Source: an optimization exercise on an open RTL-to-GDS flow (aim: small area). Production flows keep margins and buffers that such runs may drop. In this exercise RTL edits were held to simulation tests only and were not proved equivalent to the original. Power is estimated from default activity; no workload was simulated.

==> module knightrider, before the edit <==
module knightrider(clkin,LEDout,mode,speed,reset);
	input clkin;
	input reset;
	input [3:0] mode;
	input [3:0] speed;
	output reg [9:0] LEDout;
	localparam [3:0] P_COL = 4'd13;
	reg [6:0] r;
	wire [6:0] rn = {r[5:0], r[6] ^ r[5]};
	wire rend = r[6] & ~r[5] & r[4] & r[2] & r[0];
	reg [3:0] q;
	wire [3:0] qe = ~(q ^ speed);
	wire [3:0] qg = q & ~speed;
	wire gt = qg[3] | (qe[3] & (qg[2] | (qe[2] & (qg[1] | (qe[1] & qg[0])))));
	wire step = gt | (rend & (&qe));
	wire [3:0] qn = q + 4'd1;
	reg [2:0] x;
	reg [2:0] y;
	wire [2:0] yn = y[2] ? 3'd0 : y + 3'd1;
	wire ph = x[0];
	localparam [127:0] B9_T = 128'h3003003000000030000300003;
	localparam [1023:0] KD_T = 1024'h1ff0060000701c0707f1fc7f0017fffe01f07fe000000000000000000000000000f0fff00ff00f0000300c0303f0fc3f3fffffff0000000000000000000000001ff7fdff0071fff807f01f800010040101f07c1f00000000000000000000000000f03c0f0ff3fcff0033fffc03f03fc03ff00000;
	localparam [255:0] PB_T = 256'h20217171518131611140f120d100b0e090c070a0508030601040202;
	reg [3:0] p;
	reg dir;
	wire [3:0] pnx;
	wire dnx;
	assign {pnx, dnx} = PB_T[{{p, dir}, 3'b000} +: 5];
	wire col = (mode[3:1] == 3'b010) & (pnx == 4'd6);
	localparam [511:0] BD_T = 512'h3ff0000000000080201000c030300060186000300cc000180780000c03000006078000030cc0000198600000f030000060100000000;
	reg [3:0] msel;
	always @(posedge clkin) begin
		if (reset) begin
			q <= 4'd0;
			r <= 7'd1;
			x <= 3'd0; y <= 3'd0;
			p <= 4'd2; dir <= 1'b0;
			msel <= 4'd15;
		end else if (step) begin
			q <= 4'd0;
			r <= 7'd1;
			x <= x + 3'd1; y <= yn;
			p <= col ? P_COL : pnx; dir <= dnx;
			msel <= mode;
		end else if (rend) begin
			q <= qn;
			r <= 7'd1;
		end else begin
			r <= rn;
		end
	end
	wire [9:0] p12 = B9_T[{x, 4'b0000} +: 10];
	wire [9:0] p13, p14, p15;
	assign {p13, p14, p15} = KD_T[{{x[1:0], y}, 5'b00000} +: 30];
	wire [9:0] b1, b12;
	assign {b1, b12} = BD_T[{p, 5'b00000} +: 20];
	always @(*) begin
		case (msel)
			4'd0: LEDout = b1;
			4'd1: LEDout = ~b1;
			4'd2: LEDout = b12;
			4'd3: LEDout = ~b12;
			4'd4: LEDout = b12;
			4'd5: LEDout = ~b12;
			4'd6: LEDout = 10'b0000011111 ^ {10{ph}};
			4'd7: LEDout = 10'b0101010101 ^ {10{ph}};
			4'd8: LEDout = 10'b0011001100 ^ {10{ph}};
			4'd9: LEDout = 10'b0000110000 ^ {10{ph}};
			4'd10: LEDout = 10'b0001111000 ^ {10{ph}};
			4'd11: LEDout = 10'b1110000111 ^ (10'b1001111001 & {10{ph}});
			4'd12: LEDout = p12;
			4'd13: LEDout = p13;
			4'd14: LEDout = p14;
			default: LEDout = p15;
		endcase
	end
endmodule
clock: 12.0 ns
lec_check: 0
cap_margin: 20
core_margin: 2
core_utilization: 40
slew_margin: 20
standard.sh (not shown) runs the stock make flow with config.mk's settings and CLKGATE_MAP_FILE= SYNTH_SCRIPT=/design/flow/synth_recipe.tcl, a recipe that flattens the netlist after the stock synthesis.
==> flow/flow/run.sh <==
#!/bin/bash
# Own layout flow: the standard synthesis; then the combinational logic
# between the same registers is mapped again with a stronger ABC area script
# (a few seeds, the smallest netlist kept); then the standard layout from
# that netlist, with the smallest buffer on every port and a clock tree
# without dummy loads.
set -euo pipefail
HERE=$(cd "$(dirname "${BASH_SOURCE[0]}")" && pwd)
WORK=$(pwd)
R=$WORK/orfs/results/$FLOW_PLATFORM/DE10_LITE_Golden_Top/base
LIB=$FLOW_HOME/platforms/$FLOW_PLATFORM/lib/sky130_fd_sc_hd__tt_025C_1v80.lib
YOSYS=$(command -v yosys || echo "$FLOW_HOME/../tools/install/yosys/bin/yosys")
SEEDS=${SEEDS:-"1 2 3 4"}
# seeds 1 and 2 map with amap, 3 and 4 with map -a
script_for() { case $1 in 1|2) echo "$HERE/strong.abc" ;; *) echo "$HERE/strong_map.abc" ;; esac; }

# 1. standard synthesis
bash standard.sh synth > "$WORK/log_1_synth.log" 2>&1

# 2. remap the logic around the registers
cp "$R/1_2_yosys.v" "$WORK/std_1_2_yosys.v"
"$YOSYS" -p "read_liberty -lib $LIB; read_verilog $WORK/std_1_2_yosys.v; hierarchy -top $FLOW_TOP; write_json $WORK/std.json" > "$WORK/log_2_tojson.log" 2>&1
python3 "$HERE/unmap.py" "$LIB" "$WORK/std.json" "$FLOW_TOP" "$WORK/unmapped.v" > "$WORK/log_3_unmap.log" 2>&1
# the platform's DONT_USE_CELLS
DU="-dont_use sky130_fd_sc_hd__probe_p_8 -dont_use sky130_fd_sc_hd__probec_p_8"
for c in $(grep -o 'cell ("sky130_fd_sc_hd__lpflow_[a-z0-9_]*")' "$LIB" | sed 's/cell ("\(.*\)")/\1/'); do DU="$DU -dont_use $c"; done
for s in $SEEDS; do
  sed "s/&deepsyn /\&deepsyn -S $s /" "$(script_for $s)" > "$WORK/strong_$s.abc"
  cat > "$WORK/reopt_$s.ys" <<EOS
read_liberty -lib $LIB
read_verilog $WORK/unmapped.v
hierarchy -top $FLOW_TOP
proc
opt_clean
techmap
opt -fast
abc -liberty $LIB -script $WORK/strong_$s.abc $DU
opt_clean -purge
splitnets
opt_clean -purge
hilomap -hicell sky130_fd_sc_hd__conb_1 HI -locell sky130_fd_sc_hd__conb_1 LO
insbuf -buf sky130_fd_sc_hd__buf_1 A X
opt_clean -purge
check -assert -mapped
tee -o $WORK/reopt_$s.stat stat -liberty $LIB
write_verilog -noattr -nohex -nodec $WORK/reopt_$s.v
EOS
  "$YOSYS" -s "$WORK/reopt_$s.ys" > "$WORK/log_4_reopt_$s.log" 2>&1 &
done
wait
best=""
for s in $SEEDS; do
  a=$(grep "Chip area" "$WORK/reopt_$s.stat" | awk '{print $NF}')
  echo "seed $s: $a" >> "$WORK/log_4_reopt_pick.log"
  if [[ -z "$best" ]] || awk "BEGIN{exit !($a < $besta)}"; then best=$s; besta=$a; fi
done
echo "kept seed $best" >> "$WORK/log_4_reopt_pick.log"
cp "$WORK/reopt_$best.v" "$R/1_2_yosys.v"
touch "$R/1_2_yosys.v"

# 3. standard layout from the new netlist
bash standard.sh \
  BUFFER_PORTS_ARGS="-buffer_cell sky130_fd_sc_hd__buf_1" \
  CTS_ARGS="-sink_clustering_enable -repair_clock_nets -dont_use_dummy_load -buf_list sky130_fd_sc_hd__clkbuf_4" \
  finish > "$WORK/log_5_layout.log" 2>&1
Other scripts of this flow, unchanged in this note and not shown: flow/flow/strong.abc, flow/flow/strong_map.abc, flow/flow/unmap.py
Change:
--- a/flow/design.v
+++ b/flow/design.v
@@ -25,11 +25,11 @@
 	reg dir;
 	wire [3:0] pnx;
 	wire dnx;
 	assign {pnx, dnx} = PB_T[{{p, dir}, 3'b000} +: 5];
 	wire col = (mode[3:1] == 3'b010) & (pnx == 4'd6);
-	localparam [511:0] BD_T = 512'h3ff0000000000080201000c030300060186000300cc000180780000c03000006078000030cc0000198600000f030000060100000000;
+	localparam [511:0] BD_T = 512'h80201000c030300060186000300cc000180780000c03000006078000030cc0000198600000f030000060100000000;
 	reg [3:0] msel;
 	always @(posedge clkin) begin
 		if (reset) begin
 			q <= 4'd0;
 			r <= 7'd1;
@@ -52,18 +52,19 @@
 	wire [9:0] p12 = B9_T[{x, 4'b0000} +: 10];
 	wire [9:0] p13, p14, p15;
 	assign {p13, p14, p15} = KD_T[{{x[1:0], y}, 5'b00000} +: 30];
 	wire [9:0] b1, b12;
 	assign {b1, b12} = BD_T[{p, 5'b00000} +: 20];
+	wire iscol = (p == P_COL);
 	always @(*) begin
 		case (msel)
 			4'd0: LEDout = b1;
 			4'd1: LEDout = ~b1;
 			4'd2: LEDout = b12;
 			4'd3: LEDout = ~b12;
-			4'd4: LEDout = b12;
-			4'd5: LEDout = ~b12;
+			4'd4: LEDout = iscol ? 10'b1111111111 : b12;
+			4'd5: LEDout = iscol ? 10'b0000000000 : ~b12;
 			4'd6: LEDout = 10'b0000011111 ^ {10{ph}};
 			4'd7: LEDout = 10'b0101010101 ^ {10{ph}};
 			4'd8: LEDout = 10'b0011001100 ^ {10{ph}};
 			4'd9: LEDout = 10'b0000110000 ^ {10{ph}};
 			4'd10: LEDout = 10'b0001111000 ^ {10{ph}};
The changed run produced a clean layout. Fmax came out higher by roughly a tenth. Design area is about the same. Total power came out lower slightly. Register-to-register slack got worse by 0.23 ns. Clock power came out higher by a few percent. Count of clock-buffer cells in the layout does not change. Non-clock buffer count stays the same. Sequential power stays flat. Setup slack improved by 1.2 ns. Utilization came out higher by 0.13 points.

Setup of quartz:
Starting RTL as in the previous note.
==> module DE10_LITE_Golden_Top, before the edit <==
module DE10_LITE_Golden_Top(
	input 		          		ADC_CLK_10,
	input 		          		reset,
	output		     [7:0]		HEX0,
	output		     [7:0]		HEX1,
	output		     [7:0]		HEX2,
	output		     [7:0]		HEX3,
	output		     [7:0]		HEX4,
	output		     [7:0]		HEX5,
	input 		     [1:0]		KEY,
	output		     [9:0]		LEDR,
	input 		     [9:0]		SW
);
reg [1:0] keystate;
reg [1:0] keyprev;
always @(posedge ADC_CLK_10) begin
	keyprev <= KEY;
	if (reset) begin
		keystate <= 2'b00;
	end
	else begin
		if (KEY[0] & ~keyprev[0])
			keystate[1] <= ~keystate[1];
		if (KEY[1] & ~keyprev[1])
			keystate[0] <= ~keystate[0];
	end
end
wire [3:0] m = {keystate, SW[9:8]};
wire [3:0] A = SW[7:4];
wire [3:0] B = SW[3:0];
wire [9:0] kr;
knightrider kr1(ADC_CLK_10, kr, A, B, reset);
wire sub = ~((m == 4'd0) | (m == 4'd13));
wire [3:0] Bx = B ^ {4{sub}};
wire [4:0] as = {1'b0, A} + {1'b0, Bx} + {4'b0, sub};
wire [4:0] sum = as;
wire [4:0] dif = {~as[4], as[3:0]};
wire eq = (A == B);
wire lt = ~as[4];
wire gt = as[4] & ~eq;
wire s4 = A[3] ^ Bx[3] ^ as[4];
wire sadd4 = s4;
wire b8 = B[3] & ~|B[2:0];
wire ssub4 = b8 ? (~A[3] & |A[2:0]) : s4;
reg [7:0] O;
reg [9:0] L;
always @(*) begin
	L[9:8] = 2'b00;
	case (m)
		4'd0: begin O = {4'b0, sum[3:0]}; L[9] = sum[4]; end
		4'd1: begin O = {4'b0, dif[3:0]}; L[9] = lt; end
		4'd2: begin O = {SW[6:0], 1'b0}; L[9] = SW[7]; end
		4'd3: begin O = {1'b0, SW[7:1]}; L[9] = SW[0]; end
		4'd4: O = {4'b0, A & B};
		4'd5: O = {4'b0, A | B};
		4'd6: O = {4'b0, A ^ B};
		4'd7: O = ~SW[7:0];
		4'd8: O = {7'b0, eq};
		4'd9: O = {7'b0, gt};
		4'd10: O = {7'b0, lt};
		4'd11: O = {4'b0, gt ? A : B};
		4'd12: begin O = 8'd0; L[9:8] = kr[9:8]; end
		4'd13: O = {{4{sadd4}}, sum[3:0]};
		4'd14: O = {{4{ssub4}}, dif[3:0]};
		default: O = 8'd0;
	endcase
	L[7:0] = (m == 4'd12) ? kr[7:0] : O;
end
assign LEDR = L;
function [6:0] seg;
	input [3:0] v;
	case (v)
		4'h0: seg = 7'b1000000;
		4'h1: seg = 7'b1111001;
		4'h2: seg = 7'b0100100;
		4'h3: seg = 7'b0110000;
		4'h4: seg = 7'b0011001;
		4'h5: seg = 7'b0010010;
		4'h6: seg = 7'b0000010;
		4'h7: seg = 7'b1111000;
		4'h8: seg = 7'b0000000;
		4'h9: seg = 7'b0010000;
		4'hA: seg = 7'b0001000;
		4'hB: seg = 7'b0000011;
		4'hC: seg = 7'b1000110;
		4'hD: seg = 7'b0100001;
		4'hE: seg = 7'b0000110;
		default: seg = 7'b0001110;
	endcase
endfunction
reg [13:0] mn;
always @(*) begin
	case (m)
		4'd0:  mn = {7'b0001000, 7'b0001000};
		4'd1:  mn = {7'b0001000, 7'b0010010};
		4'd2:  mn = {7'b0001000, 7'b0001100};
		4'd3:  mn = {7'b0001000, 7'b0100001};
		4'd4:  mn = {7'b1000111, 7'b0001000};
		4'd5:  mn = {7'b1000111, 7'b1000000};
		4'd6:  mn = {7'b1000111, 7'b0001001};
		4'd7:  mn = {7'b1000111, 7'b0101011};
		4'd8:  mn = {7'b1000110, 7'b0000110};
		4'd9:  mn = {7'b1000110, 7'b0000010};
		4'd10: mn = {7'b1000110, 7'b1000111};
		4'd11: mn = {7'b1000110, 7'b0001001};
		4'd12: mn = {7'b0101011, 7'b0101111};
		4'd13: mn = {7'b0010010, 7'b0001000};
		4'd14: mn = {7'b0010010, 7'b0010010};
		default: mn = {7'b0101011, 7'b0001110};
	endcase
end
assign HEX5 = {1'b1, seg(A)};
assign HEX4 = {1'b1, seg(B)};
assign HEX3 = {1'b1, mn[13:7]};
assign HEX2 = {1'b1, mn[6:0]};
assign HEX1 = {~(m == 4'd2 & SW[7]), seg(O[7:4])};
assign HEX0 = {~(m == 4'd3 & SW[0]), seg(O[3:0])};
endmodule
export LEC_CHECK = 0
export CAP_MARGIN = 20
export CORE_MARGIN = 2
export CORE_UTILIZATION = 40
export SLEW_MARGIN = 20
create_clock -name core_clock -period 12.0 [get_ports {ADC_CLK_10}]
==> flow/flow/run.sh <==
#!/bin/bash
# Own layout flow: the standard synthesis; then the combinational logic
# between the same registers is mapped again with a stronger ABC area script
# (a few seeds, the smallest netlist kept); then the standard layout from
# that netlist, with the smallest buffer on every port and a clock tree
# without dummy loads.
set -euo pipefail
HERE=$(cd "$(dirname "${BASH_SOURCE[0]}")" && pwd)
WORK=$(pwd)
R=$WORK/orfs/results/$FLOW_PLATFORM/DE10_LITE_Golden_Top/base
LIB=$FLOW_HOME/platforms/$FLOW_PLATFORM/lib/sky130_fd_sc_hd__tt_025C_1v80.lib
YOSYS=$(command -v yosys || echo "$FLOW_HOME/../tools/install/yosys/bin/yosys")
SEEDS=${SEEDS:-"1 2 3 4 5 6 7 8"}
# seeds 4 and 8 map with map -a, the others with amap
script_for() { case $1 in 4|8) echo "$HERE/strong_map.abc" ;; *) echo "$HERE/strong.abc" ;; esac; }

# 1. standard synthesis
bash standard.sh synth > "$WORK/log_1_synth.log" 2>&1

# 2. remap the logic around the registers
cp "$R/1_2_yosys.v" "$WORK/std_1_2_yosys.v"
"$YOSYS" -p "read_liberty -lib $LIB; read_verilog $WORK/std_1_2_yosys.v; hierarchy -top $FLOW_TOP; write_json $WORK/std.json" > "$WORK/log_2_tojson.log" 2>&1
python3 "$HERE/unmap.py" "$LIB" "$WORK/std.json" "$FLOW_TOP" "$WORK/unmapped.v" > "$WORK/log_3_unmap.log" 2>&1
# the platform's DONT_USE_CELLS
DU="-dont_use sky130_fd_sc_hd__probe_p_8 -dont_use sky130_fd_sc_hd__probec_p_8"
for c in $(grep -o 'cell ("sky130_fd_sc_hd__lpflow_[a-z0-9_]*")' "$LIB" | sed 's/cell ("\(.*\)")/\1/'); do DU="$DU -dont_use $c"; done
for s in $SEEDS; do
  sed "s/&deepsyn /\&deepsyn -S $s /" "$(script_for $s)" > "$WORK/strong_$s.abc"
  cat > "$WORK/reopt_$s.ys" <<EOS
read_liberty -lib $LIB
read_verilog $WORK/unmapped.v
hierarchy -top $FLOW_TOP
proc
opt_clean
techmap
opt -fast
abc -liberty $LIB -script $WORK/strong_$s.abc $DU
opt_clean -purge
splitnets
opt_clean -purge
hilomap -hicell sky130_fd_sc_hd__conb_1 HI -locell sky130_fd_sc_hd__conb_1 LO
insbuf -buf sky130_fd_sc_hd__buf_1 A X
opt_clean -purge
check -assert -mapped
tee -o $WORK/reopt_$s.stat stat -liberty $LIB
write_verilog -noattr -nohex -nodec $WORK/reopt_$s.v
EOS
  "$YOSYS" -s "$WORK/reopt_$s.ys" > "$WORK/log_4_reopt_$s.log" 2>&1 &
  # at most NUM_CORES at a time
  while (( $(jobs -rp | wc -l) >= ${NUM_CORES:-4} )); do sleep 1; done
done
wait
best=""
for s in $SEEDS; do
  [[ -s "$WORK/reopt_$s.v" && -f "$WORK/reopt_$s.stat" ]] || { echo "seed $s: failed" >> "$WORK/log_4_reopt_pick.log"; continue; }
  a=$(grep "Chip area" "$WORK/reopt_$s.stat" | awk '{print $NF}')
  echo "seed $s: $a" >> "$WORK/log_4_reopt_pick.log"
  if [[ -z "$best" ]] || awk "BEGIN{exit !($a < $besta)}"; then best=$s; besta=$a; fi
done
echo "kept seed $best" >> "$WORK/log_4_reopt_pick.log"
cp "$WORK/reopt_$best.v" "$R/1_2_yosys.v"
touch "$R/1_2_yosys.v"

# 3. standard layout from the new netlist
bash standard.sh \
  BUFFER_PORTS_ARGS="-buffer_cell sky130_fd_sc_hd__buf_1" \
  CTS_ARGS="-sink_clustering_enable -repair_clock_nets -dont_use_dummy_load -buf_list sky130_fd_sc_hd__clkbuf_4" \
  finish > "$WORK/log_5_layout.log" 2>&1
Other scripts of this flow, unchanged in this note and not shown: flow/flow/strong.abc, flow/flow/strong_map.abc, flow/flow/unmap.py
quartz | stages: all done | timing, DRC, antenna: all pass
diff inputs: quartz => yarrow
--- a/flow/design.v
+++ b/flow/design.v
@@ -105,22 +105,36 @@
 wire [3:0] m = {keystate, SW[9:8]};
 wire [3:0] A = SW[7:4];
 wire [3:0] B = SW[3:0];
 wire [9:0] kr;
 knightrider kr1(ADC_CLK_10, kr, A, B, reset);
-wire sub = ~((m == 4'd0) | (m == 4'd13));
-wire [3:0] Bx = B ^ {4{sub}};
-wire [4:0] as = {1'b0, A} + {1'b0, Bx} + {4'b0, sub};
-wire [4:0] sum = as;
-wire [4:0] dif = {~as[4], as[3:0]};
-wire eq = (A == B);
-wire lt = ~as[4];
-wire gt = as[4] & ~eq;
-wire s4 = A[3] ^ Bx[3] ^ as[4];
-wire sadd4 = s4;
+wire [3:0] c, bw;
+wire [4:0] sum, dif;
+assign sum[0] = A[0] ^ B[0];
+assign c[0] = A[0] & B[0];
+assign sum[1] = A[1] ^ B[1] ^ c[0];
+assign c[1] = (A[1] & B[1]) | ((A[1] ^ B[1]) & c[0]);
+assign sum[2] = A[2] ^ B[2] ^ c[1];
+assign c[2] = (A[2] & B[2]) | ((A[2] ^ B[2]) & c[1]);
+assign sum[3] = A[3] ^ B[3] ^ c[2];
+assign c[3] = (A[3] & B[3]) | ((A[3] ^ B[3]) & c[2]);
+assign sum[4] = c[3];
+assign dif[0] = A[0] ^ B[0];
+assign bw[0] = ~A[0] & B[0];
+assign dif[1] = A[1] ^ B[1] ^ bw[0];
+assign bw[1] = (~A[1] & B[1]) | (~(A[1] ^ B[1]) & bw[0]);
+assign dif[2] = A[2] ^ B[2] ^ bw[1];
+assign bw[2] = (~A[2] & B[2]) | (~(A[2] ^ B[2]) & bw[1]);
+assign dif[3] = A[3] ^ B[3] ^ bw[2];
+assign bw[3] = (~A[3] & B[3]) | (~(A[3] ^ B[3]) & bw[2]);
+assign dif[4] = bw[3];
+wire eq = ~|(A ^ B);
+wire lt = bw[3];
+wire gt = ~lt & ~eq;
+wire sadd4 = A[3] ^ B[3] ^ c[3];
 wire b8 = B[3] & ~|B[2:0];
-wire ssub4 = b8 ? (~A[3] & |A[2:0]) : s4;
+wire ssub4 = b8 ? (~A[3] & |A[2:0]) : (A[3] ^ ~B[3] ^ ~bw[3]);
 reg [7:0] O;
 reg [9:0] L;
 always @(*) begin
 	L[9:8] = 2'b00;
 	case (m)
### Flow results
Both conditions hold for yarrow: the flow ran to the end and the final layout passed the timing, design-rule and antenna checks.
yarrow reports a lower first-pass GRT wire length than quartz does.
The critical-path maximum fanout of yarrow falls short of that of quartz by 2.
In yarrow, the combinational power came out 22% below the value in quartz.
Detailed-routing iteration count for the pre-antenna-repair pass on yarrow is up relative to quartz.
yarrow ended up with a higher setup slack than quartz did.
Going from quartz to yarrow, total chip power shrinks by 12%.
Via count of the first global-routing pass for yarrow: about 0.8% down relative to quartz
Relative to quartz, the critical path depth measured on yarrow has decreased by a few percent.

-- separate check: timing with driven ports --
No port has a modelled driver above. Below, the same layouts with a new extraction and two added sets of constraints.
Step 1 assumes that a clkbuf_16 drives the clock port and a buf_2 every other input.
Step 2 adds t to the input delays and takes it off the output delays; t is the mean of the earliest and latest rising clock arrival at the registers after step 1. Input paths then give back, and output paths get back, about the clock's delay inside the block.
Slacks: ideal ports / drivers / drivers and shift; pairs: ideal ports / drivers.
run	shift t [ns]	setup WS [ns]	hold WS [ns]
the first run of note 1	0.338	1.997 / 1.971 / 1.971	0.410 / 0.410 / 0.410
the second run of note 1	0.348	3.194 / 3.170 / 3.170	0.408 / 0.408 / 0.408
quartz	0.335	1.721 / 1.697 / 1.697	0.424 / 0.424 / 0.424
yarrow	0.344	2.858 / 2.837 / 2.837	0.426 / 0.426 / 0.426
After both steps every run listed still meets setup and hold. The setup slack of the first run of note 1, which loses most, moves by -0.026 ns with the drivers and by -0.026 ns with both steps.
